From an optimization exercise on the open Yosys and OpenROAD flow, aimed at small area; shortcuts taken in it are not production practice.
In this exercise RTL edits were held to simulation tests only and were not proved equivalent to the original.
Power is estimated from default activity; no workload was simulated.

--- flow/design.v ---
module ProgramCounter(
    outPCNext,
    PCNext,
    reset,
    clock
);
    output reg[31:0] outPCNext;  
    input[31:0] PCNext;          
    input reset;                 
    input clock;                 
    always @(posedge clock)
        begin
            if (reset)  
                begin
                    outPCNext <= 32'b0;
                end
            else
                begin
                    outPCNext <= PCNext;
                end
        end
endmodule
module PCAdder(
    outPCAdder,
    outPCNext
);
    output [31:0] outPCAdder;     
    input[31:0] outPCNext;        
    assign outPCAdder = outPCNext + 32'd4;
endmodule
module PCAdderShift(
    PCAddShift,
    outPCNext,
    immediate
);
    output [31:0] PCAddShift;     
    input[31:0] outPCNext;        
    input[31:0] immediate;        
    assign PCAddShift = outPCNext + {immediate[30:0], 1'b0};
endmodule
module Controller(
    ALUOp,
    branch,
    rWrite,
    memoryToRegister,
    ALUSrc,
    memoryRead,
    memoryWrite,
    opcode
);
    output reg branch;               
    output reg rWrite;               
    output reg memoryToRegister;     
    output reg ALUSrc;               
    output reg memoryRead;           
    output reg memoryWrite;          
    output reg[1:0] ALUOp;           
    input[6:0] opcode;               
    always @(*)
        begin
            ALUSrc = 1'b0;
            memoryToRegister = 1'b0;
            rWrite = 1'b0;
            memoryRead = 1'b0;
            memoryWrite = 1'b0;
            branch = 1'b0;
            ALUOp = 2'b00;
            case (opcode)
                7'b0110011:  
                    begin
                        rWrite = 1'b1;
                        ALUOp = 2'b10;
                    end
                7'b0000011:  
                    begin
                        ALUSrc = 1'b1;
                        memoryToRegister = 1'b1;
                        rWrite = 1'b1;
                        memoryRead = 1'b1;
                        ALUOp = 2'b00;
                    end
                7'b0100011:  
                    begin
                        ALUSrc = 1'b1;
                        memoryWrite = 1'b1;
                        ALUOp = 2'b00;
                    end
                7'b1100011:  
                    begin
                        branch = 1'b1;
                        ALUOp = 2'b01;
                    end
                default: ;
            endcase
        end
endmodule
module ImmediateGenerator(
    outImmediate,
    immediate
);
    output reg[31:0] outImmediate;   
    input[31:0] immediate;           
    always @(*)
        begin
            case (immediate[6:0])
                7'b0100011: outImmediate = {{20{immediate[31]}}, immediate[31:25], immediate[11:7]};              
                7'b0000011: outImmediate = {{20{immediate[31]}}, immediate[31:20]};                               
                7'b1100011: outImmediate = {{21{immediate[31]}}, immediate[7], immediate[30:25], immediate[11:8]};  
                default:    outImmediate = 32'b0;
            endcase
        end
endmodule
module ALUControl(
    outALUControl,
    funct7,
    funct3,
    ALUOp
);
    output reg[3:0] outALUControl;   
    input[6:0] funct7;           
    input[2:0] funct3;           
    input[1:0] ALUOp;            
    always @(*)
        begin
            if (ALUOp == 2'b00)       
                outALUControl = 4'b0010;
            else if (ALUOp == 2'b01)  
                outALUControl = 4'b0110;
            else if (ALUOp == 2'b10 && funct7 == 7'b0000000 && funct3 == 3'b000)  
                outALUControl = 4'b0010;
            else if (ALUOp == 2'b10 && funct7 == 7'b0100000 && funct3 == 3'b000)  
                outALUControl = 4'b0110;
            else if (ALUOp == 2'b10 && funct7 == 7'b0000000 && funct3 == 3'b111)  
                outALUControl = 4'b0000;
            else if (ALUOp == 2'b10 && funct7 == 7'b0000000 && funct3 == 3'b110)  
                outALUControl = 4'b0001;
            else
                outALUControl = 4'b1111;  
        end
endmodule
module ALU(
    ALUOut,
    zero,
    ALUControl,
    input1,
    input2
);
    output reg[31:0] ALUOut;     
    output zero;                 
    input[31:0] input1;          
    input[31:0] input2;          
    input[3:0] ALUControl;       
    always @(*)
        begin
            case (ALUControl)
                4'b0000: ALUOut = input1 & input2;    
                4'b0001: ALUOut = input1 | input2;    
                4'b0010: ALUOut = input1 + input2;    
                4'b0110: ALUOut = input1 - input2;    
                4'b0111: ALUOut = input1 & input2;
                4'b1100: ALUOut = ~(input1 | input2);
                default: ALUOut = 32'b0;              
            endcase
        end
    assign zero = (ALUOut == 32'b0);
endmodule
module MUX_32_2_1(
    out,
    input1,
    input2,
    selector
);
    output [31:0] out;       
    input[31:0] input1;      
    input[31:0] input2;      
    input selector;          
    assign out = selector ? input2 : input1;
endmodule
module MUX_32_2_1_2(
    out,
    input1,
    input2,
    selector
);
    output [31:0] out;       
    input[31:0] input1;      
    input[31:0] input2;      
    input selector;          
    assign out = selector ? input2/4 : input1;
endmodule
module MUX32_2_1_and(
    PCNext,
    addPC,
    addPCShift,
    zero,
    branch
);
    output [31:0] PCNext;        
    input[31:0] addPC;           
    input[31:0] addPCShift;      
    input zero;                  
    input branch;                
    assign PCNext = (zero && branch) ? addPCShift : addPC;
endmodule
module RegisterMemory(
    outRS1,
    outRS2,
    rs1,
    rs2,
    rsWrite,
    dataWrite,
    rWrite,
    clock,
    reset
);
    output [31:0] outRS1;                    
    output [31:0] outRS2;                    
    reg[31:0] registerArray[31:0];
    input[4:0] rs1;                          
    input[4:0] rs2;                          
    input[4:0] rsWrite;                      
    input[31:0] dataWrite;                   
    input rWrite;                            
    input reset;                             
    input clock;                             
    integer i;
    assign outRS1 = registerArray[rs1];
    assign outRS2 = registerArray[rs2];
    always @(posedge clock)
        begin
            if (reset)
                begin
                    for (i = 0; i < 32; i = i + 1)
                        registerArray[i] <= (i == 29) ? 32'd252 : i;
                end
            else if (rWrite == 1'b1 && rsWrite != 5'd0)
                begin
                    registerArray[rsWrite] <= dataWrite;
                end
        end
endmodule
module DataMemory(
    readData,
    position,
    writeData,
    memWrite,
    memRead,
    clock,
    reset
);
    output [31:0] readData;      
    input[4:0] position;         
    input[31:0] writeData;       
    input reset;                 
    input clock;                 
    input memWrite;              
    input memRead;               
    reg[31:0] dataArray[31:0];   
    integer i;
    assign readData = dataArray[position];
    always @(posedge clock)
        begin
            if (reset)
                begin
                    for (i = 0; i < 32; i = i + 1)
                        dataArray[i] <= i;
                end
            else if (memWrite)
                begin
                    dataArray[position] <= writeData;
                end
        end
endmodule
module Datapath(
    clock,
    reset,
    instr,
    pc,
    rf_we,
    rf_waddr,
    rf_wdata,
    dm_we,
    dm_addr,
    dm_wdata
);
    input reset, clock;
    input [31:0] instr;          
    output [31:0] pc;            
    output rf_we;                
    output [4:0] rf_waddr;
    output [31:0] rf_wdata;
    output dm_we;                
    output [4:0] dm_addr;        
    output [31:0] dm_wdata;
    wire[31:0] PCSel,
               instruction,
               PCpsadd,
               writeData,
               data1,
               data2,
               PCNext,
               ALUout,
               immediate,
               auxiliarData,
               PCshift,
               readData;
    wire branch,
         memRead,
         memtoReg,
         memWrite,
         ALUSrc,
         zero,
         rWrite;  
    wire[1:0] ALUOp;  
    wire[3:0] ALUCrt;
    assign instruction = instr;
    assign pc = PCNext;
    assign rf_we = rWrite;
    assign rf_waddr = instruction[11:7];
    assign rf_wdata = writeData;
    assign dm_we = memWrite;
    assign dm_addr = ALUout[4:0];
    assign dm_wdata = data2;
    ProgramCounter programCounter(
        .outPCNext(PCNext),
        .PCNext(PCSel),
        .reset(reset),
        .clock(clock)
    );
    PCAdder pcAdd(
        .outPCAdder(PCpsadd),
        .outPCNext(PCNext)
    );
    Controller control(
        .ALUOp(ALUOp),
        .branch(branch),
        .rWrite(rWrite),
        .memoryToRegister(memtoReg),
        .ALUSrc(ALUSrc),
        .memoryRead(memRead),
        .memoryWrite(memWrite),
        .opcode(instruction[6:0])
    );
    ImmediateGenerator immGen(
        .outImmediate(immediate),
        .immediate(instruction)
    );
    RegisterMemory registerMem(
        .outRS1(data1),
        .outRS2(data2),
        .rs1(instruction[19:15]),
        .rs2(instruction[24:20]),
        .rsWrite(instruction[11:7]),
        .dataWrite(writeData),
        .rWrite(rWrite),
        .clock(clock),
        .reset(reset)
    );
    ALUControl aluCrt(
        .outALUControl(ALUCrt),
        .funct7(instruction[31:25]),
        .funct3(instruction[14:12]),
        .ALUOp(ALUOp)
    );
    MUX_32_2_1_2 mux1(
        .out(auxiliarData),
        .input1(data2),
        .input2(immediate),
        .selector(ALUSrc)
    );
    ALU alu(
        .ALUOut(ALUout),
        .zero(zero),
        .ALUControl(ALUCrt),
        .input1(data1),
        .input2(auxiliarData)
    );
    DataMemory dataMem(
        .readData(readData),
        .position(ALUout[4:0]),
        .writeData(data2),
        .memWrite(memWrite),
        .memRead(memRead),
        .clock(clock),
        .reset(reset)
    );
    MUX_32_2_1 mux2(
        .out(writeData),
        .input1(ALUout),
        .input2(readData),
        .selector(memtoReg)
    );
    MUX32_2_1_and mux32And(
        .PCNext(PCSel),
        .addPC(PCpsadd),
        .addPCShift(PCshift),
        .zero(zero),
        .branch(branch)
    );
    PCAdderShift pcAdderShift(
        .PCAddShift(PCshift),
        .outPCNext(PCNext),
        .immediate(immediate)
    );
endmodule
--- flow/run.sh ---
#!/bin/bash
# synth_recipe.tcl (not shown) runs the flow's synth.tcl, then flattens the netlist and writes it again
# the make line also repeats each setting of config.mk as NAME=value (left out here)
make -C /OpenROAD-flow-scripts/flow DESIGN_CONFIG=/design/flow/config.mk WORK_HOME=/design/flow/orfs CLKGATE_MAP_FILE= SYNTH_SCRIPT=/design/flow/synth_recipe.tcl finish
--- flow/config.mk ---
export PLATFORM = sky130hd
export DESIGN_NAME = Datapath
export DESIGN_NICKNAME = Datapath
export VERILOG_FILES = /design/flow/design.v
export SDC_FILE = /design/flow/constraint.sdc
export NUM_CORES = 4
export LEC_CHECK = 0
export CAP_MARGIN = 20
export CORE_MARGIN = 2
export CORE_UTILIZATION = 40
export SLEW_MARGIN = 20
--- flow/constraint.sdc ---
create_clock -name core_clock -period 12.0 [get_ports {clock}]
set_input_delay 2.4000 -clock core_clock [delete_from_list [all_inputs] [get_ports {clock}]]
set_output_delay 2.4000 -clock core_clock [all_outputs]
set_load 0.01 [all_outputs]
==> impl_metrics.toml, run 1 <==
[power]
internal_power_w = 0.01357
pwr-share-seq = 0.387
power_switching_w = 0.007849
p_comb_frac = 0.306
power_leakage_nw = 43.66
vdd_ir_drop_max_mv = 0.1754
clock_power_share = 0.308
swShare = 0.3664
power_density_mw_per_mm2 = 180.5

[sta]
finalSetupViolations = 0
max_slew.worst_pin.slew_ps = 1264
hold_violations = 0
relSlewSlack = 0.1563
tns_ps = 0
rsz0062_at_grt = "false"
drv_slew = 0
skew_ps = 38.58
fin_crit_sh = 0.9763
fmax_mhz = 85.36
period_minus_slack_ps = 11720

[global_routing]
grt_overflow = 0
grtUsageTotal = 0.3224
grt_pass1_vias = 78690
antenna_found_initial = 19
top_usage_layer = "met2"
grt_max_degree = 141
grt_util_met1 = 0.4036
grt_use_met2 = 0.4927
grtUsageMet3 = 0.09610
grt_pass1_wl_mm = 608.1

[placed_design]
io_buffer_count = 140
dpl.cell_count = 12520
dpl.hpwl_mm = 267.8
gp_congestion = 0.9560

[worst_setup_path]
r2r_cells = 29
rrSetupSlack_ps = 3890
r2r_end = "programCounter.outPCNext[31]"
worstReg2RegStart = "registerMem.registerArray[23][0]"
crit_fanout = 27
cp_cell_sequence = "buf_2 > buf_4 > buf_4 > or2_2 > nor2_1 > a22oi_1 > and4_2 > buf_4 > buf_4 > a21oi_1 > xor2_1 > ha_1 > a21o_1 > a31o_2 > a21oi_1 > o31ai_1 > o21a_1 > or3_1 > xor2_1 > a22o_1 > nor2_1 > a41o_1 > inv_1 > clkdlybuf4s50_1"
required_ps = 9600
path_common_cell = "buf_4"
cpMaxStageDelayCell = "buf_4"
path_class = "in -> out"
cp-end-kind = "output port"
cp-start-kind = "input pin"
cpPeakStageDelay_ps = 530
worst_ep_arrival_time_ps = 9320

[floorplan]
rows = 188
io_pins = 142
die-area_mm2 = 0.2666
core_mm2 = 0.2618
die_x_um = 516.4
die_h_um = 516.4
initial_core_util = 0.4011

[synthesis]
synthCells = 9274
ys_warn_count = 7
synth-edff-count = 2048
netlist_top_cells_count = "2048 x edfxtp_1, 2040 x nor2_1, 1388 x nand2_1"
yosys.cell_types.count = 89
synthArstFlopShare = 0
synth_top_area_cell = "edfxtp_1"
avgSynthCellArea_um2 = 11.32
synth_area_leaders = "edfxtp_1 59%, mux4_2 8.0%, nor2_1 7.3%, nand2_1 5.0%, mux2i_1 3.5%"
synth_top_area_share = 0.5857
yosysMostFrequentCell = "edfxtp_1"
synth_area_mm2 = 0.1050
synthFlopType = "edfxtp_1"
yosysSeqAreaShare = 0.5916
synth_seq_cells = 2079

[drt]
first_pass_iters = 9
wl_mm = 438.2
avgViaCountPerCell = 6.411
vias = 82890
wl_per_cell_um = 33.89
drc = 0
drt_iter0_markers = 13280
drtAntennaViolNets = 0

[hold_path]
hp-start = "programCounter.outPCNext[1]"
hold_depth = 2
worstHoldEndpoint = "programCounter.outPCNext[1]"
hp-class = "reg -> reg"

[cells_and_area]
fin_nets = 9327
seqCellArea_mm2 = 0.06212
multi_input_area_mm2 = 0.03982
fin_cells = 12930
area_delta_synth_final_pct = 13.01
drive_above_1_share = 0.1447
n_fill_cell = 23910

[clocking]
cts_setup_buffers = 0
path_clk_slew_ps = 60
cts.root.buffer_cell = "clkbuf_16"
cts_buffers = 214
clockBufferDepth = 3
cts_tree = "done"
h-tree-depth = 4
cts.sinks = 2079
clk_latency_ps = 910

[outcome]
outcome = "timing/DRC/antenna clean"

[flow_run]
drv_cap = 0
[how the worst max path moves through the flow]
stage / start / end / cells after the start
4_1_cts: instr[21] / rf_wdata[29] / 25
2_1_floorplan: instr[22] / rf_wdata[31] / 31
3_5_place_dp: instr[21] / rf_wdata[29] / 26
3_3_place_gp: instr[21] / rf_wdata[29] / 28
6_report: instr[23] / rf_wdata[22] / 24
5_1_grt: instr[21] / rf_wdata[30] / 28
[power by group through the flow]
stage	Sequential [W]	Clock, W	Combinational [W]
2_1_floorplan	0.00840	0	0.00317
3_3_place_gp	0.00842	0	0.00629
3_5_place_dp	0.00843	0	0.00631
4_1_cts	0.00828	0.00659	0.00634
5_1_grt	0.00830	0.00685	0.00674
6_report	0.00828	0.00659	0.00655
[worst max-delay path, delay by kind of cell]
family                   cells  cell delay, ps
AND/OR/NAND/NOR              5            1310
XOR/XNOR                     2             360
adder cells (fa/ha/maj)      1             420
AO/OA/AOI/OAI                9            2260
buffers and inverters        7            2510
[cell type report]
| type | count | area share |
|---|---|---|
| diodes | 12 | 0.0002531 |
| clock buffers | 267 | 0.04734 |
| clock inverters | 127 | 0.009131 |
| inverters | 99 | 0.003258 |
| multi-input cells | 6242 | 0.3355 |
| flip-flops and latches | 2079 | 0.5235 |
| well taps | 3515 | 0.03706 |
| repair buffers | 589 | 0.04395 |
[sequential cells by signal (all words and copies together), names as in the netlist]
| name | flops |
|---|---|
| programCounter.outPCNext | 31 |
| registerMem.registerArray | 1024 |
| dataMem.dataArray | 1024 |
[cell usage in the layout, fill, tap and decap left out, drive strengths merged, types with 21 or more instances in the layout]
cell type	synthesis	layout
mux2i	364	364
o22ai	21	21
nor2b	36	36
clkdlybuf4s50	0	127
a32oi	65	65
a221oi	21	21
a211oi	52	52
o21ai	85	85
nor2	2040	2040
clkbuf	632	267
clkinv	1	100
buf	254	461
edfxtp	2048	2048
a31oi	129	129
ha	66	66
a22oi	193	193
xor2	38	38
nor3	39	39
and2	25	25
xnor2	67	67
a21o	39	39
inv	98	106
nand4	49	49
nand3	461	461
a311oi	39	39
a21oi	111	111
and3	155	155
mux4	372	372
conb	1	33
nand2	1388	1388
nand2b	79	79
dfxtp	31	31
[cell families (layout without fill, tap and decap cells)]
kind of cell             after synthesis  in the layout  share of synthesized area
AO/OA/AOI/OAI                        894            894                    0.06067
XOR/XNOR                             105            105                   0.008758
adder cells (fa/ha/maj)               87             87                    0.01007
buffers and inverters                985           1082                    0.03858
flip-flops                          2079           2079                     0.5916
multiplexers                         753            753                     0.1163
other                                  1             45                 0.00003571
AND/OR/NAND/NOR                     4370           4370                     0.1740
[stage by stage]
stage / instance area, um^2 / total power (W) / utilization / hold slack [ps] / setup slack [ps]
after floorplan: 105100 / 0.01157 / - / 540.4 / 582.3
after global placement: 111700 / 0.01471 / 0.4268 / 521.8 / -60.16
after detailed placement: 111800 / 0.01475 / 0.4272 / 526.9 / -18.18
after CTS: 118500 / 0.02121 / 0.4528 / 541.1 / 4.306
after global routing: 118600 / 0.02190 / 0.4532 / 586.4 / 18.18
final: 118700 / 0.02142 / 0.4533 / 547.2 / 284.3
[metal layers]
layer	share of wire	vias up
met3	0.13	1446
met5	0.00029	-
met1	0.35	41610
met4	0.072	20
li1	-	33380
met2	0.44	6429
[timing repair]
| item | 4_1_cts | 5_1_grt |
|---|---|---|
| gates cloned | 0 | 0 |
| hold buffers | 0 | 0 |
| gates resized for setup | 1 | 15 |
| setup endpoints to repair | 1 | 10 |
| pin swaps | 0 | 4 |
==> inputs of run 2 (changes only) <==
==> flow/design.v (replaced) <==
module Datapath(
    clock,
    reset,
    instr,
    pc,
    rf_we,
    rf_waddr,
    rf_wdata,
    dm_we,
    dm_addr,
    dm_wdata
);
    input reset, clock;
    input [31:0] instr;
    output [31:0] pc;
    output rf_we;
    output [4:0] rf_waddr;
    output [31:0] rf_wdata;
    output dm_we;
    output [4:0] dm_addr;
    output [31:0] dm_wdata;
    wire [6:0] op = instr[6:0];
    wire [4:0] rd = instr[11:7];
    wire [4:0] rs1 = instr[19:15];
    wire [4:0] rs2 = instr[24:20];
    wire [2:0] f3 = instr[14:12];
    wire [6:0] f7 = instr[31:25];
    wire is_r  = (op == 7'b0110011);
    wire is_ld = (op == 7'b0000011);
    wire is_st = (op == 7'b0100011);
    wire is_br = (op == 7'b1100011);
    reg [31:1] pcq;
    assign pc = {pcq, 1'b0};
    reg [31:0] rf [1:31];
    reg [31:0] dm [0:31];
    reg [31:0] a, b;
    integer k;
    always @(*) begin
        a = 32'd0;
        b = 32'd0;
        for (k = 1; k < 32; k = k + 1) begin
            a = a | ({32{rs1 == k}} & rf[k]);
            b = b | ({32{rs2 == k}} & rf[k]);
        end
    end
    wire f7z = (f7 == 7'b0000000);
    wire f7s = (f7 == 7'b0100000);
    wire op_as  = (f7z | f7s) & (f3 == 3'b000);
    wire op_and = f7z & (f3 == 3'b111);
    wire op_or  = f7z & (f3 == 3'b110);
    wire inv = instr[30] | ~instr[4];        
    wire [31:0] bb = b ^ {32{inv}};
    wire [31:0] p = a ^ bb;
    wire [31:0] g = a & bb;
    wire [32:0] s2 = {a, 1'b1} + {bb, inv};
    wire [31:0] sum = s2[32:1];
    genvar n;
    wire [31:0] alu = ({32{op_as}} & sum) |
                      ({32{op_and}} & g) |
                      ({32{op_or}} & (p | g));
    wire [4:0] ioff = is_st ? {instr[26:25], instr[11:9]} : instr[26:22];
    wire [4:0] ip = a[4:0] ^ ioff;
    wire [4:0] ig = a[4:0] & ioff;
    wire [5:0] ic;
    assign ic[0] = 1'b0;
    generate
        for (n = 0; n < 5; n = n + 1) begin : g_idx
            assign ic[n+1] = ig[n] | (ip[n] & ic[n]);
        end
    endgenerate
    wire [4:0] idx = ip ^ ic[4:0];
    reg [31:0] mrd;
    always @(*) begin
        mrd = 32'd0;
        for (k = 0; k < 32; k = k + 1)
            mrd = mrd | ({32{idx == k}} & dm[k]);
    end
    wire [31:0] wd = is_ld ? mrd : alu;
    assign rf_we = is_r | is_ld;
    assign rf_waddr = rd;
    assign rf_wdata = wd;
    assign dm_we = is_st;
    assign dm_addr = idx;
    assign dm_wdata = b;
    wire taken = is_br & (&p);
    wire [10:0] boff = taken ? {instr[7], instr[30:25], instr[11:8]} : 11'd2;
    wire bs = taken & instr[31];
    wire [30:0] pa = {{20{bs}}, boff};
    wire [31:1] pcn = pcq + pa;
    always @(posedge clock)
        if (reset) pcq <= 31'd0;
        else pcq <= pcn;
    wire [31:0] wd0 = wd & {32{~reset}};
    wire [31:0] wd1 = wd | {32{reset}};
    wire [31:0] bd0 = b & {32{~reset}};
    wire [31:0] bd1 = b | {32{reset}};
    genvar i, j;
    generate
        for (i = 1; i < 32; i = i + 1) begin : g_rf
            wire en = reset | (rf_we & (rd == i));
            wire [31:0] rv = (i == 29) ? 32'd252 : i;
            wire [31:0] d;
            for (j = 0; j < 32; j = j + 1) begin : g_b
                assign d[j] = rv[j] ? wd1[j] : wd0[j];
            end
            always @(posedge clock)
                if (en) rf[i] <= d;
        end
        for (i = 0; i < 32; i = i + 1) begin : g_dm
            wire en = reset | (is_st & (idx == i));
            wire [31:0] d;
            for (j = 0; j < 32; j = j + 1) begin : g_b
                assign d[j] = (i >> j) & 1 ? bd1[j] : bd0[j];
            end
            always @(posedge clock)
                if (en) dm[i] <= d;
        end
    endgenerate
endmodule
--- a/flow/config.mk
+++ b/flow/config.mk
@@ -7,5 +7,6 @@
 export LEC_CHECK = 0
 export CAP_MARGIN = 20
 export CORE_MARGIN = 2
-export CORE_UTILIZATION = 40
+export CORE_UTILIZATION = 60
+export CTS_BUF_LIST = sky130_fd_sc_hd__clkbuf_4
 export SLEW_MARGIN = 20
==> impl_metrics.toml, run 2 <==
[synthesis]
netlist_top_cells_count = "2016 x edfxtp_1, 729 x a22oi_1, 298 x clkbuf_1"
synth_seq_cells = 2047
synth_adder_area_share = 0.01485
yosysMostFrequentCell = "edfxtp_1"
synth-edff-count = 2016
synthXorXnorAreaFrac = 0.007688
synth-simple-area-share = 0.06426
synth_top_area_cell = "edfxtp_1"
synth_area_mm2 = 0.08544
synth_area_leaders = "edfxtp_1 71%, a22oi_1 6.4%, a221oi_1 3.0%, a22o_1 2.9%, ha_1 1.4%"
yosysSeqAreaShare = 0.7158
synthCells = 5653
ys_warn_count = 3
synthFlopType = "edfxtp_1"
synth_top_family_by_area = "compound AO/OA/AOI/OAI gates"
synth_mux_area_frac = 0.007161
synth_compound_area_frac = 0.1677
synthArstFlopShare = 0
synth_top_area_share = 0.7085
avgSynthCellArea_um2 = 15.11
yosys.cell_types.count = 91

[power]
power_density_mw_per_mm2 = 170.6
total_power_w = 0.01696
power_leakage_nw = 35.81
vdd_ir_drop_max_mv = 0.1281

[sta]
finalSetupViolations = 1
whs_ps = 641.2
period_minus_slack_ps = 12010
fmax_mhz = 83.29
postLayoutSetupSlackWorst_ps = -5.559
max_slew.worst_pin.slew_ps = 1282
relSlewSlack = 0.1436
drv_slew = 0
fin_crit_sh = 1.000
rsz0062_at_grt = "false"
hold_violations = 0
skew_ps = 87.96

[placed_design]
placed_area_mm2 = 0.09302
gp_congestion = 0.9856
dpl.cell_count = 7740
dpl.hpwl_mm = 212.7
io_buffer_count = 140

[worst_setup_path]
worst_ep_arrival_time_ps = 9610
crit_start = "instr[16]"
r2r_cells = 23
rrSetupSlack_ps = 4750
crit_end = "rf_wdata[21]"
r2r_end = "rf[23][22]"
path_class = "in -> out"
cp-end-kind = "output port"
required_ps = 9600
crit_fanout = 29
worstReg2RegStart = "rf[18][0]"
cp-start-kind = "input pin"

[hold_path]
hp-class = "reg -> reg"
hp-start = "pcq[31]"

[global_routing]
grt_max_degree = 81
grt_pass1_wl_mm = 497.5
antenna_found_initial = 18
grt_pass1_vias = 64470
grt_overflow = 0
grtUsageTotal = 0.4979

[cells_and_area]
fin_nets = 6517
mostFrequentLayoutCells = "2016 x edfxtp_1, 739 x clkbuf_4, 729 x a22oi_1"
layout_commonest_cell = "edfxtp_1"
seqCellArea_mm2 = 0.06116
largest_register = "dm"
drive_above_1_share = 0.2184
reg_top3 = "dm x1024, rf x992, pcq x31"
n_fill_cell = 9571
largest_reg_flops = 1024
finish.utilization = 0.7030
fin_area_mm2 = 0.09941
fin_cells = 8626
area_delta_synth_final_pct = 16.35
multi_input_area_mm2 = 0.02381

[outcome]
outcome = "finished with violations"
so_faults = "negative setup slack"

[floorplan]
die_h_um = 381.4
core_mm2 = 0.1414
initial_core_util = 0.6042
die-area_mm2 = 0.1454
io_pins = 142
rows = 138
die_x_um = 381.4

[drt]
drt_iter0_markers = 14110
first_pass_iters = 12
drtAntennaViolNets = 0
vias = 67740
avgViaCountPerCell = 7.853
wl_per_cell_um = 42.76
drc = 0
wl_mm = 368.8

[clocking]
cts_setup_buffers = 0
cts_buffers = 531
cts.root.buffer_cell = "clkbuf_4"
hold_buffers = 0
cts_tree = "done"
clockBufferDepth = 4
path_clk_slew_ps = 60
cts.sinks = 2047
cts-resized-gates = 0
clk_latency_ps = 1380
h-tree-depth = 6

[flow_run]
drv_cap = 0
[run 2: worst min path at each step]
stage / cells past startpoint / slack (ps) / to
5_1_grt: 2 / 700 / pcq[1]
6_report: 3 / 640 / pcq[31]
2_1_floorplan: 2 / 630 / pcq[1]
3_3_place_gp: 3 / 620 / pcq[31]
3_5_place_dp: 3 / 630 / pcq[31]
4_1_cts: 3 / 650 / pcq[31]
[run 2: layer usage]
layer | vias to the layer above | GRT usage | share of wire
met1 | 32550 | 0.6047 | 0.31
met5 | - | 0.002315 | 0.0010
li1 | 25420 | - | -
met2 | 7611 | 0.7212 | 0.42
met4 | 33 | 0.3376 | 0.089
met3 | 2119 | 0.2156 | 0.18
[run 2: stage by stage]
step	TNS, ps	setup slack, ps
finish	-5.559	-5.559
global route	0	12.04
CTS	0	22.85
detailed placement	0	53.78
global placement	0	3.664
floorplan	0	1981
[run 2: area by class of cell]
cell class                      count  share of cell area
Timing Repair Buffer              582             0.05455
Multi-Input combinational cell   3119              0.2395
Clock inverter                    127            0.006734
Inverter                          103            0.003914
Sequential cell                  2047              0.6152
Antenna cell                       19           0.0004783
Clock buffer                      739             0.05581
Tap cell                         1890             0.02379
[run 2: where the power goes]
| part | leakage, nW | switching [W] | internal [W] | total (W) |
|---|---|---|---|---|
| clock | 3.76 | 0.00284 | 0.00296 | 0.00579 |
| sequential | 20.8 | 0.000175 | 0.00836 | 0.00854 |
| combinational | 11.2 | 0.00185 | 0.000781 | 0.00263 |
| total | 35.8 | 0.00486 | 0.0121 | 0.0170 |
[run 2: cell families (layout without fill, tap and decap cells)]
group           after synthesis  after routing
other cells                   1             20
compound gates             1841           1841
flops                      2047           2047
xor+xnor                     75             75
buf+inv                     487           1551
fa+ha+maj                    99             99
simple gates               1044           1044
mux                          59             59
[run 2: worst max-delay path, cell delays in order]
cell,delay (ps)
clkdlybuf4s50_1,480
buf_4,220
nand2_1,60
buf_4,300
nor2_4,80
buf_4,350
a22o_1,350
a221oi_1,240
nand3_1,110
or4_1,630
fa_1,420
inv_1,90
fa_1,460
buf_4,240
nor3_2,830
buf_12,330
a22oi_1,110
and3_1,200
nand4_1,100
o311ai_1,160
buf_4,200
o41a_1,170
nand2_1,380
clkdlybuf4s50_1,620
==> inputs of run 3 (changes only) <==
==> flow/flow/run.sh (new file) <==
#!/bin/bash
# Layout flow: the standard ORFS flow (standard synthesis unchanged),
# with a leaner clock tree (larger sink clusters, no dummy loads) and
# plain buf_2 port buffers. Each tool's output goes to a log in this folder.
set -euo pipefail
CTS="-sink_clustering_enable -repair_clock_nets -dont_use_dummy_load"
CTS="$CTS -sink_clustering_size 24 -sink_clustering_max_diameter 80"
CTS="$CTS -buf_list {sky130_fd_sc_hd__clkbuf_8 sky130_fd_sc_hd__clkbuf_16}"
bash standard.sh "CTS_ARGS=$CTS" \
    "BUFFER_PORTS_ARGS=-buffer_cell sky130_fd_sc_hd__buf_2" \
    finish > standard_flow.log 2>&1
==> flow/standard.sh (new file) <==
#!/bin/bash
# synth_recipe.tcl (not shown) runs the flow's synth.tcl, then flattens the netlist and writes it again
# the make line also repeats each setting of config.mk as NAME=value (left out here)
make -C /OpenROAD-flow-scripts/flow DESIGN_CONFIG=/design/flow/config.mk WORK_HOME=/design/flow/orfs CLKGATE_MAP_FILE= SYNTH_SCRIPT=/design/flow/synth_recipe.tcl "${@:-finish}"
--- a/flow/config.mk
+++ b/flow/config.mk
@@ -7,6 +7,5 @@
 export LEC_CHECK = 0
 export CAP_MARGIN = 20
 export CORE_MARGIN = 2
-export CORE_UTILIZATION = 60
-export CTS_BUF_LIST = sky130_fd_sc_hd__clkbuf_4
+export CORE_UTILIZATION = 40
 export SLEW_MARGIN = 20
removed: flow/run.sh
==> impl_metrics.toml, run 3 <==
[cells_and_area]
largest_register = "dm"
fin_cells = 8722
largest_reg_flops = 1024
drive_above_1_share = 0.1465
layout_commonest_cell = "edfxtp_1"
n_fill_cell = 18550
reg_top3 = "dm x1024, rf x992, pcq x31"
area_delta_synth_final_pct = 11.86
mostFrequentLayoutCells = "2016 x edfxtp_1, 729 x a22oi_1, 343 x buf_4"
fin_nets = 6025

[drt]
wl_mm = 373.8
drt_iter0_markers = 14040
wl_per_cell_um = 42.85
vias = 63600
drtAntennaViolNets = 0
avgViaCountPerCell = 7.292
first_pass_iters = 13
drc = 0

[worst_setup_path]
cp-start-kind = "input pin"
path_class = "in -> out"
worst_ep_arrival_time_ps = 9240
required_ps = 9600
cp-end-kind = "output port"
crit_fanout = 21
worstReg2RegStart = "rf[13][0]"
crit_start = "instr[17]"

[placed_design]
dpl.hpwl_mm = 220.8
dpl.cell_count = 8601
io_buffer_count = 140
gp_congestion = 0.9749

[power]
vdd_ir_drop_max_mv = 0.1416
p_comb_frac = 0.171
power_switching_w = 0.004228
swShare = 0.2848
clock_power_share = 0.255
pwr-share-seq = 0.574
internal_power_w = 0.01062
power_leakage_nw = 33.13
power_density_mw_per_mm2 = 155.3

[global_routing]
antenna_found_initial = 25
grt_pass1_vias = 58920
grtUsageTotal = 0.3323
grt_pass1_wl_mm = 499.1
grt_overflow = 0
grt_max_degree = 75

[clocking]
clk_latency_ps = 840
hold_buffers = 0
cts_tree = "done"
clockBufferDepth = 3
cts.root.buffer_cell = "clkbuf_16"
cts_setup_buffers = 0
path_clk_slew_ps = 40
h-tree-depth = 3
cts_buffers = 106
cts.sinks = 2047
cts-resized-gates = 0

[floorplan]
io_pins = 142
initial_core_util = 0.4024
die_x_um = 466.2
rows = 169
core_mm2 = 0.2123
die_h_um = 466.2
die-area_mm2 = 0.2173

[sta]
drv_slew = 0
max_slew.worst_pin.slew_ps = 1223
hold_violations = 0
tns_ps = 0
skew_ps = 120.5
fin_crit_sh = 0.9699
period_minus_slack_ps = 11640
relSlewSlack = 0.1760
rsz0062_at_grt = "false"
finalSetupViolations = 0
fmax_mhz = 85.92

[synthesis]
yosys.cell_types.count = 91
synth_top_area_cell = "edfxtp_1"
synth_area_mm2 = 0.08544
yosysMostFrequentCell = "edfxtp_1"
synth_area_leaders = "edfxtp_1 71%, a22oi_1 6.4%, a221oi_1 3.0%, a22o_1 2.9%, ha_1 1.4%"
avgSynthCellArea_um2 = 15.11
synthArstFlopShare = 0
synthFlopType = "edfxtp_1"
synth_top_area_share = 0.7085
yosysSeqAreaShare = 0.7158
synth-edff-count = 2016
synth_seq_cells = 2047
netlist_top_cells_count = "2016 x edfxtp_1, 729 x a22oi_1, 298 x clkbuf_1"
ys_warn_count = 3
synthCells = 5653

[outcome]
outcome = "timing/DRC/antenna clean"

[hold_path]
hp-start = "pcq[1]"
hp-class = "reg -> reg"

[flow_run]
drv_cap = 0
==> run 3: cell counts after synthesis <==
No cell type changed its count.
==> run 3: final timing paths <==
kind,endpoint,slack [ps],depth (start not counted)
max,rf_wdata[12],360,20
min,pcq[1],650,2
max reg2reg,rf[15][12],4490,24
min reg2reg,pcq[1],650,2
==> run 3: worst max-delay path, cell delays in order <==
cell and delay (ps):
buf_2 370, nand3b_1 350, nor2_4 680, buf_4 640
a22oi_1 210, nand4_1 150, or4_1 320, inv_1 160
fa_1 840, buf_4 290, nor3_2 70, buf_4 190
buf_4 230, a22o_1 200, a221oi_1 410, and3_1 230
nand4_1 130, a21oi_1 710, a21oi_1 330, buf_2 260
==> run 3: cells by family after synthesis <==
family / Yosys count / synth area share
AOI/OAI and AO/OA: 1841 / 0.1677
xor gates and xnor gates: 75 / 0.007688
adders and majority gates: 99 / 0.01485
buffers and inverters: 487 / 0.02246
DFF: 2047 / 0.7158
muxes: 59 / 0.007161
other: 1 / 0.00004389
and+or+nand+nor: 1044 / 0.06426
==> run 3: metal layers <==
metal	part of all wire	routed length, um	global-route usage
met2	0.43	161600	0.5010
met1	0.34	125900	0.4158
met4	0.076	28300	0.1858
met5	0.00061	227	0.001098
met3	0.15	57770	0.1180
==> run 3: final cells by class <==
cell class | count | area (um^2) | area share
diodes | 11 | 27.53 | 0.0002880
clock buffers | 106 | 2653 | 0.02775
inverters | 103 | 389.1 | 0.004072
multi-input cells | 3119 | 23860 | 0.2496
flip-flops and latches | 2047 | 61160 | 0.6399
well taps | 2821 | 3530 | 0.03693
repair buffers | 515 | 3958 | 0.04141
==> run 3: power groups by stage <==
stage / clock network, W / logic, W / registers [W]
after floorplan: 0 / 0.00124 / 0.00862
after global placement: 0 / 0.00242 / 0.00867
after detailed placement: 0 / 0.00243 / 0.00867
after CTS: 0.00376 / 0.00244 / 0.00851
after global routing: 0.00399 / 0.00260 / 0.00855
final: 0.00378 / 0.00254 / 0.00852
==> run 3: through the flow <==
step	hold WS (ps)	cell area [um^2]	util	total power, W	setup WS (ps)
final	648.5	95570	0.4502	0.01484	361.3
after CTS	642.4	95340	0.4491	0.01471	438.5
after detailed placement	626.9	92690	0.4366	0.01110	447.9
after global placement	617.6	92570	0.4361	0.01108	500.0
after floorplan	628.6	85440	-	0.009857	1981
after global routing	675.9	95550	0.4501	0.01514	175.1
==> inputs of run 4 (changes only) <==
--- a/flow/design.v
+++ b/flow/design.v
@@ -59,16 +59,7 @@
                       ({32{op_and}} & g) |
                       ({32{op_or}} & (p | g));
     wire [4:0] ioff = is_st ? {instr[26:25], instr[11:9]} : instr[26:22];
-    wire [4:0] ip = a[4:0] ^ ioff;
-    wire [4:0] ig = a[4:0] & ioff;
-    wire [5:0] ic;
-    assign ic[0] = 1'b0;
-    generate
-        for (n = 0; n < 5; n = n + 1) begin : g_idx
-            assign ic[n+1] = ig[n] | (ip[n] & ic[n]);
-        end
-    endgenerate
-    wire [4:0] idx = ip ^ ic[4:0];
+    wire [4:0] idx = a[4:0] + ioff;
     reg [31:0] mrd;
     always @(*) begin
         mrd = 32'd0;
==> impl_metrics.toml, run 4 <==
[clocking]
path_clk_slew_ps = 60
cts_setup_buffers = 0
clk_latency_ps = 840
cts-resized-gates = 0
cts.sinks = 2047
hold_buffers = 0
cts_tree = "done"
h-tree-depth = 3
cts.root.buffer_cell = "clkbuf_16"
cts_buffers = 107
clockBufferDepth = 3

[worst_setup_path]
required_ps = 9600
cpPeakStageDelay_ps = 1120
cp-start-kind = "input pin"
cp-end-kind = "output port"
crit_fanout = 19
cp_cell_sequence = "buf_2 > nand2b_1 > nor2_4 > buf_4 > buf_4 > a22oi_1 > nand3_1 > or3_1 > xnor2_1 > ha_1 > a21oi_1 > o31ai_1 > o311ai_0 > buf_4 > nand3_1 > a211oi_1 > mux2i_1 > a22oi_1 > buf_2"
worst_ep_arrival_time_ps = 9430
worstReg2RegStart = "rf[11][24]"
r2r_end = "pcq[30]"
path_class = "in -> out"
rrSetupSlack_ps = 4130
crit_start = "instr[24]"
cpMaxStageDelayCell = "nor2_4"
path_common_cell = "buf_4"
r2r_cells = 22

[cells_and_area]
largest_register = "dm"
layout_commonest_cell = "edfxtp_1"
fin_nets = 6333
reg_top3 = "dm x1024, rf x992, pcq x31"
mostFrequentLayoutCells = "2016 x edfxtp_1, 715 x a22oi_1, 370 x buf_4"
largest_reg_flops = 1024
area_delta_synth_final_pct = 11.76
fin_cells = 9055
drive_above_1_share = 0.1444

[synthesis]
synth_area_leaders = "edfxtp_1 70%, a22oi_1 6.2%, a221oi_1 2.1%, a22o_1 1.8%, a222oi_1 1.5%"
synth-edff-count = 2016
synthFlopType = "edfxtp_1"
synth_seq_cells = 2047
synthArstFlopShare = 0
synthXorXnorAreaFrac = 0.007073
synth_area_mm2 = 0.08668
synth_adder_area_share = 0.01461
synth_top_area_share = 0.6984
synth_mux_area_frac = 0.01087
ys_warn_count = 3
synth_top_family_by_area = "compound AO/OA/AOI/OAI gates"
synth_compound_area_frac = 0.1637
yosysSeqAreaShare = 0.7055
synth_top_area_cell = "edfxtp_1"
yosys.cell_types.count = 91
synthCells = 5952
avgSynthCellArea_um2 = 14.56
netlist_top_cells_count = "2016 x edfxtp_1, 715 x a22oi_1, 337 x nand2_1"
yosysMostFrequentCell = "edfxtp_1"
synth-simple-area-share = 0.07556

[placed_design]
gp_congestion = 0.9889
io_buffer_count = 140
dpl.cell_count = 8925
dpl.hpwl_mm = 241.3

[power]
power_density_mw_per_mm2 = 157.4
power_leakage_nw = 33.76
vdd_ir_drop_max_mv = 0.1390

[hold_path]
hp-start = "pcq[1]"
worstHoldEndpoint = "pcq[1]"
hold_depth = 2
hp-class = "reg -> reg"

[sta]
relSlewSlack = 0.1760
fin_crit_sh = 0.9856
tns_ps = 0
period_minus_slack_ps = 11830
drv_slew = 0
max_slew.worst_pin.slew_ps = 1233
hold_violations = 0
rsz0062_at_grt = "false"
finalSetupViolations = 0
skew_ps = 106.0
fmax_mhz = 84.55

[drt]
avgViaCountPerCell = 7.383
drt-met1-wl_mm = 133.8
wl_met2_mm = 171.0
highest_layer = "met5"
drc = 0
wl_mm = 401.0
vias = 66850
drtAntennaViolNets = 0
wl_per_cell_um = 44.29
wl_met3_mm = 64.08
first_pass_iters = 12
drt_iter0_markers = 15010

[floorplan]
io_pins = 142
core_mm2 = 0.2150
initial_core_util = 0.4031
die_h_um = 469.5
rows = 170
die-area_mm2 = 0.2204
die_x_um = 469.5

[global_routing]
grt_pass1_vias = 62100
grt_overflow = 0
grt_max_degree = 77
grtUsageTotal = 0.3505
antenna_found_initial = 17
grt_pass1_wl_mm = 534.1

[outcome]
outcome = "timing/DRC/antenna clean"

[flow_run]
drv_cap = 0
[run 4: final cells by class]
type	instances	area, um^2
diodes	20	50.05
clock buffers	107	2678
fillers	18720	118200
inverters	88	340.3
multi-input cells	3412	24940
flip-flops and latches	2047	61160
well taps	2838	3551
repair buffers	543	4159
[run 4: metrics by stage]
step | hold WS (ps) | instance area, um^2 | util | power, W | setup slack [ps]
4_1_cts | 592.5 | 96750 | 0.4499 | 0.01510 | 383.9
5_1_grt | 639.4 | 96840 | 0.4503 | 0.01552 | 77.51
3_5_place_dp | 572.9 | 94070 | 0.4375 | 0.01145 | 412.1
2_1_floorplan | 628.6 | 86680 | - | 0.01002 | 2102
6_report | 590.1 | 96880 | 0.4505 | 0.01525 | 172.9
3_3_place_gp | 571.2 | 94010 | 0.4372 | 0.01143 | 401.0
[run 4: metal layers]
metal	vias up	global-route usage
met5	-	0.003028
met4	22	0.2138
met3	1781	0.1275
met2	7033	0.5208
met1	33070	0.4358
li1	24950	-
[run 4: worst max path at each step]
| stage | to | depth (start not counted) |
|---|---|---|
| 2_1_floorplan | rf_wdata[19] | 23 |
| 3_3_place_gp | rf_wdata[28] | 19 |
| 3_5_place_dp | rf_wdata[28] | 19 |
| 4_1_cts | rf_wdata[28] | 19 |
| 5_1_grt | rf_wdata[5] | 21 |
| 6_report | rf_wdata[28] | 19 |
[run 4: worst max-delay path, delay by kind of cell]
kind            cells  cell delay [ps]
mux                 1              240
compound gates      6             2290
xor+xnor            1              180
simple gates        5             2580
buf+inv             5             1250
fa+ha+maj           1              400
[run 4: logic make-up (layout without fill, tap and decap cells)]
logic type                 count (synthesis)  in the layout
AOI/OAI and AO/OA                       1855           1855
xor gates and xnor gates                  70             70
DFF                                     2047           2047
adders and majority gates                100            100
and+or+nand+nor                         1295           1295
other                                      1             21
buffers and inverters                    493            738
muxes                                     91             91
[run 4: where the power goes]
part	switching [W]	total [W]	internal [W]	leakage (nW)
clock network	0.00224	0.00382	0.00158	1.32
registers	0.000172	0.00852	0.00834	20.9
logic	0.00215	0.00291	0.000763	11.6
total	0.00456	0.0152	0.0107	33.8
==> inputs of run 5 (changes only) <==
--- a/flow/design.v
+++ b/flow/design.v
@@ -33,16 +33,26 @@
     assign pc = {pcq, 1'b0};
     reg [31:0] rf [1:31];
     reg [31:0] dm [0:31];
-    reg [31:0] a, b;
-    integer k;
-    always @(*) begin
-        a = 32'd0;
-        b = 32'd0;
-        for (k = 1; k < 32; k = k + 1) begin
-            a = a | ({32{rs1 == k}} & rf[k]);
-            b = b | ({32{rs2 == k}} & rf[k]);
+    wire [31:1] sa, sb;
+    genvar n;
+    generate
+        for (n = 1; n < 32; n = n + 1) begin : g_sel
+            assign sa[n] = (rs1 == n);
+            assign sb[n] = (rs2 == n);
         end
-    end
+    endgenerate
+    wire [31:0] a, b;
+    generate
+        for (n = 0; n < 32; n = n + 1) begin : g_rd
+            wire [31:1] col;
+            genvar m;
+            for (m = 1; m < 32; m = m + 1) begin : g_c
+                assign col[m] = rf[m][n];
+            end
+            OneHotMux31 mux_a(.sel(sa), .d(col), .o(a[n]));
+            OneHotMux31 mux_b(.sel(sb), .d(col), .o(b[n]));
+        end
+    endgenerate
     wire f7z = (f7 == 7'b0000000);
     wire f7s = (f7 == 7'b0100000);
     wire op_as  = (f7z | f7s) & (f3 == 3'b000);
@@ -54,18 +64,36 @@
     wire [31:0] g = a & bb;
     wire [32:0] s2 = {a, 1'b1} + {bb, inv};
     wire [31:0] sum = s2[32:1];
-    genvar n;
     wire [31:0] alu = ({32{op_as}} & sum) |
                       ({32{op_and}} & g) |
                       ({32{op_or}} & (p | g));
     wire [4:0] ioff = is_st ? {instr[26:25], instr[11:9]} : instr[26:22];
-    wire [4:0] idx = a[4:0] + ioff;
-    reg [31:0] mrd;
-    always @(*) begin
-        mrd = 32'd0;
-        for (k = 0; k < 32; k = k + 1)
-            mrd = mrd | ({32{idx == k}} & dm[k]);
-    end
+    wire [4:0] ip = a[4:0] ^ ioff;
+    wire [4:0] ig = a[4:0] & ioff;
+    wire [4:1] ic;
+    assign ic[1] = ig[0];
+    assign ic[2] = ig[1] | (ip[1] & ig[0]);
+    assign ic[3] = ig[2] | (ip[2] & ig[1]) | (ip[2] & ip[1] & ig[0]);
+    assign ic[4] = ig[3] | (ip[3] & ig[2]) | (ip[3] & ip[2] & ig[1]) |
+                   (ip[3] & ip[2] & ip[1] & ig[0]);
+    wire [4:0] idx = ip ^ {ic, 1'b0};
+    wire [31:0] sm;
+    generate
+        for (n = 0; n < 32; n = n + 1) begin : g_msel
+            assign sm[n] = (idx == n);
+        end
+    endgenerate
+    wire [31:0] mrd;
+    generate
+        for (n = 0; n < 32; n = n + 1) begin : g_mrd
+            wire [31:0] col;
+            genvar m;
+            for (m = 0; m < 32; m = m + 1) begin : g_c
+                assign col[m] = dm[m][n];
+            end
+            OneHotMux32 mux_m(.sel(sm), .d(col), .o(mrd[n]));
+        end
+    endgenerate
     wire [31:0] wd = is_ld ? mrd : alu;
     assign rf_we = is_r | is_ld;
     assign rf_waddr = rd;
@@ -108,3 +136,38 @@
         end
     endgenerate
 endmodule
+module OneHotMux31(sel, d, o);
+    input [31:1] sel;
+    input [31:1] d;
+    output o;
+    wire [10:0] t;
+    genvar g;
+    generate
+        for (g = 0; g < 10; g = g + 1) begin : g_t
+            AOI222 u(.a0(sel[3*g+1]), .b0(d[3*g+1]), .a1(sel[3*g+2]), .b1(d[3*g+2]),
+                     .a2(sel[3*g+3]), .b2(d[3*g+3]), .y(t[g]));
+        end
+    endgenerate
+    assign t[10] = ~(sel[31] & d[31]);
+    assign o = ~&t;
+endmodule
+module OneHotMux32(sel, d, o);
+    input [31:0] sel;
+    input [31:0] d;
+    output o;
+    wire [10:0] t;
+    genvar g;
+    generate
+        for (g = 0; g < 10; g = g + 1) begin : g_t
+            AOI222 u(.a0(sel[3*g]), .b0(d[3*g]), .a1(sel[3*g+1]), .b1(d[3*g+1]),
+                     .a2(sel[3*g+2]), .b2(d[3*g+2]), .y(t[g]));
+        end
+    endgenerate
+    assign t[10] = ~((sel[30] & d[30]) | (sel[31] & d[31]));
+    assign o = ~&t;
+endmodule
+module AOI222(a0, b0, a1, b1, a2, b2, y);
+    input a0, b0, a1, b1, a2, b2;
+    output y;
+    assign y = ~((a0 & b0) | (a1 & b1) | (a2 & b2));
+endmodule
==> flow/flow/run.sh (replaced) <==
#!/bin/bash
# Layout flow: the standard ORFS flow (standard synthesis unchanged),
# with a leaner clock tree (clkbuf_8 leaves over clusters of up to 16
# sinks, no dummy loads) and plain buf_2 port buffers.
# Each tool's output goes to a log in this folder.
set -euo pipefail
CTS="-sink_clustering_enable -repair_clock_nets -dont_use_dummy_load"
CTS="$CTS -sink_clustering_size 16 -sink_clustering_max_diameter 60"
CTS="$CTS -buf_list {sky130_fd_sc_hd__clkbuf_8}"
bash standard.sh "CTS_ARGS=$CTS" \
    "BUFFER_PORTS_ARGS=-buffer_cell sky130_fd_sc_hd__buf_2" \
    finish > standard_flow.log 2>&1
--- a/flow/config.mk
+++ b/flow/config.mk
@@ -9,3 +9,4 @@
 export CORE_MARGIN = 2
 export CORE_UTILIZATION = 40
 export SLEW_MARGIN = 20
+export SYNTH_HIERARCHICAL = 1
==> impl_metrics.toml, run 5 <==
[synthesis]
synth_top_area_share = 0.7487
synth_top_area_cell = "edfxtp_1"
synth_seq_cells = 2047
yosysSeqAreaShare = 0.7564
yosys.cell_types.count = 77
synthCells = 4605
yosysMostFrequentCell = "edfxtp_1"
netlist_top_cells_count = "2016 x edfxtp_1, 965 x a222oi_1, 202 x nand4_1"
synth-edff-count = 2016
synth_area_mm2 = 0.08086
synthArstFlopShare = 0
avgSynthCellArea_um2 = 17.56
synth_area_leaders = "edfxtp_1 75%, a222oi_1 12%, nand4_1 1.6%, ha_1 1.2%, a2111o_1 0.91%"
synthFlopType = "edfxtp_1"
ys_warn_count = 9

[floorplan]
initial_core_util = 0.4013
io_pins = 142
die_h_um = 453.6
die-area_mm2 = 0.2058
rows = 165
core_mm2 = 0.2015
die_x_um = 453.6

[drt]
avgViaCountPerCell = 6.931
wl_per_cell_um = 35.73
drt_iter0_markers = 11990
drtAntennaViolNets = 0
wl_mm = 278.5
first_pass_iters = 17
vias = 54020
drc = 0

[cells_and_area]
fin_nets = 5229
multi_input_area_mm2 = 0.02050
largest_reg_flops = 1024
mostFrequentLayoutCells = "2016 x edfxtp_1, 965 x a222oi_1, 264 x buf_4"
largest_register = "dm"
reg_top3 = "dm x1024, rf x992, pcq x31"
area_delta_synth_final_pct = 12.16
n_fill_cell = 17410
layout_commonest_cell = "edfxtp_1"
drive_above_1_share = 0.1676
seqCellArea_mm2 = 0.06116

[sta]
relSlewSlack = 0.2243
hold_violations = 0
finalSetupViolations = 0
period_minus_slack_ps = 11440
fmax_mhz = 87.41
fin_crit_sh = 0.9534
drv_slew = 0
skew_ps = 122.5
postLayoutSetupSlackWorst_ps = 559.6
max_slew.worst_pin.slew_ps = 1164
rsz0062_at_grt = "false"
tns_ps = 0

[global_routing]
grtUsageTotal = 0.2628
antenna_found_initial = 20
grt_pass1_wl_mm = 388.0
grt_max_degree = 140
grt_pass1_vias = 51720
grt_overflow = 0

[worst_setup_path]
cp-end-kind = "output port"
rrSetupSlack_ps = 4880
crit_fanout = 23
path_class = "in -> out"
cp_cell_sequence = "buf_2 > nand2_1 > nor2_4 > buf_4 > a222oi_1 > nand4_1 > a2111o_1 > ha_1 > a21oi_1 > inv_1 > a21oi_1 > xnor2_2 > buf_4 > nor2_4 > buf_4 > a222oi_1 > nand4_1 > or4_4 > a222oi_1 > inv_1 > buf_2"
crit_buf_inv = 7
required_ps = 9600
cpMaxStageDelayCell = "a222oi_1"
worst_ep_arrival_time_ps = 9040
cpPeakStageDelay_ps = 800
cp-start-kind = "input pin"
crit_family = "compound AO/OA/AOI/OAI gates"
r2r_cells = 22
worstReg2RegStart = "rf[19][22]"
r2r_end = "pcq[30]"

[power]
power_leakage_nw = 31.09
power_density_mw_per_mm2 = 155.0
vdd_ir_drop_max_mv = 0.1138
clock_power_share = 0.239
pwr-share-seq = 0.604
swShare = 0.2724
p_comb_frac = 0.157
internal_power_w = 0.01023
power_switching_w = 0.003831

[clocking]
h-tree-depth = 4
clockBufferDepth = 3
cts_setup_buffers = 0
cts-resized-gates = 0
cts.root.buffer_cell = "clkbuf_8"
hold_buffers = 0
path_clk_slew_ps = 60
clk_latency_ps = 1000
cts_buffers = 162
cts.sinks = 2047
cts_tree = "done"

[placed_design]
gp_congestion = 0.9443
dpl.hpwl_mm = 180.9
place_ws_ps = 689.9
io_buffer_count = 140

[hold_path]
hp-class = "reg -> reg"
worstHoldEndpoint = "pcq[31]"
hp-start = "pcq[31]"
hold_depth = 2

[outcome]
outcome = "timing/DRC/antenna clean"

[flow_run]
drv_cap = 0
run 5: worst max path at each step:
stage / startpoint / end / depth (start not counted)
2_1_floorplan: instr[19] / rf_wdata[28] / 20
4_1_cts: instr[15] / rf_wdata[21] / 21
3_3_place_gp: instr[18] / rf_wdata[21] / 23
6_report: instr[15] / rf_wdata[21] / 21
5_1_grt: instr[17] / rf_wdata[21] / 22
3_5_place_dp: instr[15] / rf_wdata[21] / 21
run 5: cell families after synthesis:
kind of cell	Yosys count	synth area share
buf+inv	177	0.008557
other cells	1	0.00004638
compound gates	1350	0.1557
xor+xnor	88	0.009532
fa+ha+maj	81	0.01272
simple gates	850	0.05567
mux	11	0.001408
flops	2047	0.7564
run 5: power groups by stage:
stage | sequential (W) | combinational [W] | clock [W]
5_1_grt | 0.00853 | 0.00230 | 0.00364
3_5_place_dp | 0.00865 | 0.00217 | 0
4_1_cts | 0.00849 | 0.00218 | 0.00340
6_report | 0.00849 | 0.00221 | 0.00336
2_1_floorplan | 0.00861 | 0.00113 | 0
3_3_place_gp | 0.00863 | 0.00215 | 0
run 5: final cells by class:
type                       instances  share of cell area
antenna                           10           0.0002759
clock buffer                     162             0.02458
inverter                         101            0.004180
multi-input combinational       2381              0.2260
sequential                      2047              0.6743
tap                             2672             0.03686
timing repair buffer             421             0.03373
run 5: metrics by stage:
stage / util / hold slack, ps / cells / power (W) / cell area (um^2)
CTS: 0.4498 / 524.7 / 7784 / 0.01406 / 90620
global route: 0.4501 / 567.5 / 7790 / 0.01448 / 90690
finish: 0.4501 / 524.1 / 7794 / 0.01406 / 90700
global placement: 0.4376 / 500.3 / 7614 / 0.01079 / 88170
detailed placement: 0.4387 / 511.4 / 7622 / 0.01082 / 88390
floorplan: - / 524.9 / 4605 / 0.009735 / 80860
run 5: modules after synthesis (local to each module, per instance):
module / cell area (um^2) / flops+latches
OneHotMux31: 27.53 / 0
OneHotMux32: 36.28 / 0
AOI222: 10.01 / 0
Datapath: 68330 / 2047
run 5: tightest hold or removal path, delay by kind of cell (launching register included):
family,cells,cell delay (ps)
DFF,1,340
xor gates and xnor gates,1,80
and+or+nand+nor,1,70
run 5: per-layer routing:
layer  up-vias  global-route usage  wire length [um]
li1      21950                   -                 -
met1     27310              0.3455            101800
met2      4018              0.4229            130300
met3       725             0.05362             31870
met4        14              0.1150             14410
met5         -                   0                97
==> inputs of run 6 (changes only) <==
--- a/flow/config.mk
+++ b/flow/config.mk
@@ -7,6 +7,6 @@
 export LEC_CHECK = 0
 export CAP_MARGIN = 20
 export CORE_MARGIN = 2
-export CORE_UTILIZATION = 40
+export CORE_UTILIZATION = 60
 export SLEW_MARGIN = 20
 export SYNTH_HIERARCHICAL = 1
==> impl_metrics.toml, run 6 <==
[clocking]
clockBufferDepth = 3
cts.sinks = 2047
hold_buffers = 0
cts_setup_buffers = 0
cts-resized-gates = 0
cts_tree = "done"
cts.root.buffer_cell = "clkbuf_8"
cts_buffers = 156
clk_latency_ps = 920
h-tree-depth = 4
path_clk_slew_ps = 90

[synthesis]
avgSynthCellArea_um2 = 17.56
synth_top_area_cell = "edfxtp_1"
synthFlopType = "edfxtp_1"
netlist_top_cells_count = "2016 x edfxtp_1, 965 x a222oi_1, 202 x nand4_1"
yosysSeqAreaShare = 0.7564
synth_area_leaders = "edfxtp_1 75%, a222oi_1 12%, nand4_1 1.6%, ha_1 1.2%, a2111o_1 0.91%"
synth_seq_cells = 2047
synth_top_area_share = 0.7487
synthArstFlopShare = 0
synthCells = 4605
synth-edff-count = 2016
synth_area_mm2 = 0.08086
yosys.cell_types.count = 77
ys_warn_count = 9
yosysMostFrequentCell = "edfxtp_1"

[drt]
first_pass_iters = 15
wl_per_cell_um = 41.63
drt_iter0_markers = 12840
wl_mm = 285.9
vias = 55790
avgViaCountPerCell = 8.124
drc = 0
drtAntennaViolNets = 0

[global_routing]
grt_overflow = 0
grt_pass1_vias = 52920
grt_pass1_wl_mm = 392.7
grtUsageTotal = 0.4097
grt_max_degree = 78
antenna_found_initial = 21

[power]
power_switching_w = 0.003848
internal_power_w = 0.01018
pwr-share-seq = 0.606
power_density_mw_per_mm2 = 157.1
swShare = 0.2743
power_leakage_nw = 30.92
p_comb_frac = 0.161
clock_power_share = 0.233
vdd_ir_drop_max_mv = 0.1134

[worst_setup_path]
crit_buf_inv = 7
cp_cell_sequence = "buf_2 > nand2b_1 > buf_4 > nor3_2 > a222oi_1 > nand4_1 > a2111o_1 > ha_1 > a21o_1 > a21oi_1 > inv_1 > a21oi_1 > xnor2_2 > buf_4 > nor2_4 > buf_4 > a222oi_1 > nand4_1 > or4_4 > a222oi_1 > inv_1 > buf_2"
cpPeakStageDelay_ps = 740
r2r_cells = 20
cp-end-kind = "output port"
crit_cells = 22
worst_ep_arrival_time_ps = 9080
cp-start-kind = "input pin"
required_ps = 9600
crit_fanout = 18
crit_family = "compound AO/OA/AOI/OAI gates"
cpMaxStageDelayCell = "a222oi_1"
path_class = "in -> out"

[floorplan]
core_mm2 = 0.1336
die_h_um = 371.1
io_pins = 142
die-area_mm2 = 0.1377
die_x_um = 371.1
initial_core_util = 0.6051
rows = 134

[cells_and_area]
largest_reg_flops = 1024
n_fill_cell = 9081
reg_top3 = "dm x1024, rf x992, pcq x31"
area_delta_synth_final_pct = 10.43
layout_commonest_cell = "edfxtp_1"
fin_nets = 5204
mostFrequentLayoutCells = "2016 x edfxtp_1, 965 x a222oi_1, 251 x buf_4"
drive_above_1_share = 0.1628
largest_register = "dm"
finish.utilization = 0.6682

[sta]
rsz0062_at_grt = "false"
finalSetupViolations = 0
drv_slew = 0
hold_violations = 0
max_slew.worst_pin.slew_ps = 1161
tns_ps = 0
fin_crit_sh = 0.9566
relSlewSlack = 0.2229
fmax_mhz = 87.11
period_minus_slack_ps = 11480
skew_ps = 84.57

[placed_design]
io_buffer_count = 140
dpl.hpwl_mm = 177.8
gp_congestion = 0.9392

[hold_path]
hp-class = "reg -> reg"
hold_depth = 2

[outcome]
outcome = "timing/DRC/antenna clean"

[flow_run]
drv_cap = 0
## run 6: path summary, 6_finish.rpt
kind | start | endpoint | slack [ps]
hold / removal | pcq[31] | pcq[31] | 520
setup / recovery | instr[17] | rf_wdata[15] | 520
setup reg to reg | rf[28][26] | pcq[30] | 5030
hold reg to reg | pcq[31] | pcq[31] | 520
## run 6: per-module statistics from Yosys, one instance, submodules excluded
module / flops+latches / cells / area (um^2)
OneHotMux31: 0 / 4 / 27.53
OneHotMux32: 0 / 5 / 36.28
Datapath: 2047 / 3229 / 68330
AOI222: 0 / 1 / 10.01
## run 6: tightest hold or removal path, stage by stage (launching register included)
cell and delay, ps:
dfxtp_1 360, xor2_1 70, nor2_1 70
## run 6: cell families after synthesis
logic type / count (synthesis) / share of synthesized area
other: 1 / 0.00004638
buffers and inverters: 177 / 0.008557
DFF: 2047 / 0.7564
muxes: 11 / 0.001408
xor gates and xnor gates: 88 / 0.009532
AOI/OAI and AO/OA: 1350 / 0.1557
adders and majority gates: 81 / 0.01272
and+or+nand+nor: 850 / 0.05567
## run 6: area by class of cell
class,instances,area (um^2),share of cell area
Sequential cell,2047,61160,0.6849
Multi-Input combinational cell,2381,20510,0.2297
Timing Repair Buffer,402,2856,0.03199
Tap cell,1768,2212,0.02477
Clock buffer,156,2147,0.02404
Inverter,101,379.1,0.004246
Antenna cell,12,30.03,0.0003363
## run 6: through the flow
| stage | std cells | total power [W] | cell area, um^2 | hold slack, ps | setup WS [ps] |
|---|---|---|---|---|---|
| floorplan | 4605 | 0.009735 | 80860 | 524.9 | 951.6 |
| global placement | 6689 | 0.01080 | 86820 | 499.5 | 619.2 |
| detailed placement | 6697 | 0.01084 | 87060 | 507.9 | 697.3 |
| CTS | 6853 | 0.01396 | 89200 | 524.9 | 699.9 |
| global route | 6859 | 0.01436 | 89270 | 567.5 | 211.3 |
| finish | 6867 | 0.01402 | 89290 | 524.9 | 520.6 |
## run 6: power by group through the flow
stage / combinational [W] / sequential, W / clock [W]
after CTS: 0.00220 / 0.00849 / 0.00328
after global routing: 0.00232 / 0.00853 / 0.00352
after global placement: 0.00217 / 0.00863 / 0
final: 0.00226 / 0.00849 / 0.00327
after floorplan: 0.00113 / 0.00861 / 0
after detailed placement: 0.00219 / 0.00865 / 0
## run 6: routing by layer
layer  global-route usage  wire (um)
met3               0.1324      44380
met5              0.01538        381
met2               0.6337     128800
met1               0.5217      94370
met4               0.2090      17910
==> inputs of run 7 (changes only) <==
--- a/flow/config.mk
+++ b/flow/config.mk
@@ -7,6 +7,6 @@
 export LEC_CHECK = 0
 export CAP_MARGIN = 20
 export CORE_MARGIN = 2
-export CORE_UTILIZATION = 60
+export CORE_UTILIZATION = 50
 export SLEW_MARGIN = 20
 export SYNTH_HIERARCHICAL = 1
==> impl_metrics.toml, run 7 <==
[outcome]
outcome = "timing/DRC/antenna clean"

[floorplan]
die_x_um = 406.1
io_pins = 142
die-area_mm2 = 0.1650
rows = 147
initial_core_util = 0.5036
core_mm2 = 0.1606
die_h_um = 406.1

[sta]
skew_ps = 133.2
rsz0062_at_grt = "false"
finalSetupViolations = 0
tns_ps = 0
drv_slew = 0
fmax_mhz = 86.76
hold_violations = 0
fin_crit_sh = 0.9605
relSlewSlack = 0.1677
max_slew.worst_pin.slew_ps = 1242
period_minus_slack_ps = 11530

[synthesis]
yosysMostFrequentCell = "edfxtp_1"
synthArstFlopShare = 0
synthXorXnorAreaFrac = 0.009532
netlist_top_cells_count = "2016 x edfxtp_1, 965 x a222oi_1, 202 x nand4_1"
synthFlopType = "edfxtp_1"
yosysSeqAreaShare = 0.7564
synth_top_family_by_area = "compound AO/OA/AOI/OAI gates"
synth_adder_area_share = 0.01272
yosys.cell_types.count = 77
ys_warn_count = 9
synth_compound_area_frac = 0.1557
synthCells = 4605
synth-edff-count = 2016
synth_mux_area_frac = 0.001408
synth_area_mm2 = 0.08086
synth-simple-area-share = 0.05567
synth_top_area_cell = "edfxtp_1"
avgSynthCellArea_um2 = 17.56
synth_area_leaders = "edfxtp_1 75%, a222oi_1 12%, nand4_1 1.6%, ha_1 1.2%, a2111o_1 0.91%"
synth_top_area_share = 0.7487
synth_seq_cells = 2047

[worst_setup_path]
crit_start = "instr[16]"
rrSetupSlack_ps = 4670
r2r_cells = 21
path_class = "in -> out"
r2r_end = "pcq[30]"
worstReg2RegStart = "rf[28][25]"
cp-end-kind = "output port"
cp-start-kind = "input pin"
path_common_cell = "buf_4"
crit_fanout = 18
worst_ep_arrival_time_ps = 9130
cpMaxStageDelayCell = "o21ai_0"
cpPeakStageDelay_ps = 610
cp_cell_sequence = "buf_2 > nand2b_1 > nor3_2 > buf_4 > a222oi_1 > nand4_1 > a2111o_1 > ha_1 > a21o_1 > a21oi_1 > xor2_1 > buf_4 > inv_1 > nor2_1 > nand2_1 > nor2_4 > buf_4 > a222oi_1 > nand4_1 > or4_4 > o21ai_0 > buf_4 > inv_1 > buf_2"
required_ps = 9600

[global_routing]
grt_pass1_vias = 52540
grt_max_degree = 70
grt_overflow = 0
grt_pass1_wl_mm = 409.9
antenna_found_initial = 22
grtUsageTotal = 0.3599

[drt]
wl_mm = 301.9
vias = 55840
first_pass_iters = 19
wl_per_cell_um = 41.45
avgViaCountPerCell = 7.668
drt_iter0_markers = 13270
drc = 0
drtAntennaViolNets = 0

[placed_design]
gp_congestion = 0.9722
dpl.hpwl_mm = 189.1
io_buffer_count = 140

[cells_and_area]
area_delta_synth_final_pct = 11.41
largest_register = "dm"
mostFrequentLayoutCells = "2016 x edfxtp_1, 965 x a222oi_1, 269 x buf_4"
fin_nets = 5231
largest_reg_flops = 1024
drive_above_1_share = 0.1691
reg_top3 = "dm x1024, rf x992, pcq x31"
finish.utilization = 0.5610
n_fill_cell = 12420
layout_commonest_cell = "edfxtp_1"

[power]
vdd_ir_drop_max_mv = 0.1221
power_density_mw_per_mm2 = 157.2
power_switching_w = 0.003943
p_comb_frac = 0.164
clock_power_share = 0.236
power_leakage_nw = 31.09
pwr-share-seq = 0.599
total_power_w = 0.01416
swShare = 0.2785
internal_power_w = 0.01022

[hold_path]
hp-start = "pcq[31]"
hold_depth = 2
hp-class = "reg -> reg"
worstHoldEndpoint = "pcq[31]"

[flow_run]
drv_cap = 0

[clocking]
cts_setup_buffers = 0
h-tree-depth = 4
clk_latency_ps = 990
cts_buffers = 161
hold_buffers = 0
cts.root.buffer_cell = "clkbuf_8"
cts-resized-gates = 0
clockBufferDepth = 3
path_clk_slew_ps = 80
cts.sinks = 2047
cts_tree = "done"
[run 7: cell counts after synthesis]
No cell type changed its count.
[run 7: per-stage QoR]
stage	area (um^2)	hold slack, ps	setup WS (ps)	cells
floorplan	80860	524.9	951.6	4605
global placement	87600	488.7	670.5	7105
detailed placement	87800	506.3	663.8	7112
CTS	90020	523.1	618.8	7273
global route	90070	551.1	348.1	7277
finish	90090	528.2	474.0	7282
[run 7: worst max-delay path by stage]
stage                               to  depth (start not counted)
after detailed placement   rf_wdata[6]                         23
after CTS                  rf_wdata[6]                         23
after global routing       rf_wdata[6]                         24
after global placement     rf_wdata[6]                         23
after floorplan           rf_wdata[28]                         20
final                      rf_wdata[6]                         24
[run 7: kinds of logic after synthesis]
group / after synthesis
flops: 2047
buf+inv: 177
simple gates: 850
compound gates: 1350
other cells: 1
fa+ha+maj: 81
mux: 11
xor+xnor: 88
[run 7: critical path: cells and delay by family]
kind            cells  cell delay (ps)
simple gates        8             2470
buf+inv             8             1420
xor+xnor            1              110
fa+ha+maj           1              280
compound gates      6             2420
[run 7: cell type report]
type / instances / area [um^2] / area share
sequential: 2047 / 61160 / 0.6789
timing repair buffer: 424 / 3059 / 0.03396
multi-input combinational: 2381 / 20550 / 0.2281
inverter: 101 / 379.1 / 0.004208
tap: 2160 / 2703 / 0.03000
antenna: 8 / 20.02 / 0.0002222
clock buffer: 161 / 2216 / 0.02460
[run 7: per-module statistics from Yosys (local to each module, per instance)]
module       area, um^2  copies in the design  cells inside  flops+latches
OneHotMux31       27.53                    64             4              0
OneHotMux32       36.28                    32             5              0
AOI222            10.01                   960             1              0
Datapath          68330                     1          3229           2047
[run 7: power groups by stage]
stage	Sequential, W	Combinational, W	Clock [W]
3_3_place_gp	0.00863	0.00224	0
2_1_floorplan	0.00861	0.00113	0
3_5_place_dp	0.00865	0.00225	0
5_1_grt	0.00852	0.00238	0.00360
6_report	0.00849	0.00232	0.00335
4_1_cts	0.00848	0.00226	0.00336
[run 7: per-layer routing]
layer,part of all wire,GRT usage
met1,0.34,0.4592
met2,0.45,0.5511
met3,0.15,0.1154
met4,0.064,0.1894
met5,0.00068,0

Re-timed with assumed drivers on the ports (clkbuf_16 on the clock, buf_2 on other inputs), run 7 has 0.440 ns of setup slack against 0.474 ns with ideal ports, and 0.440 ns once port delays also move by the mid clock arrival of 1.004 ns.
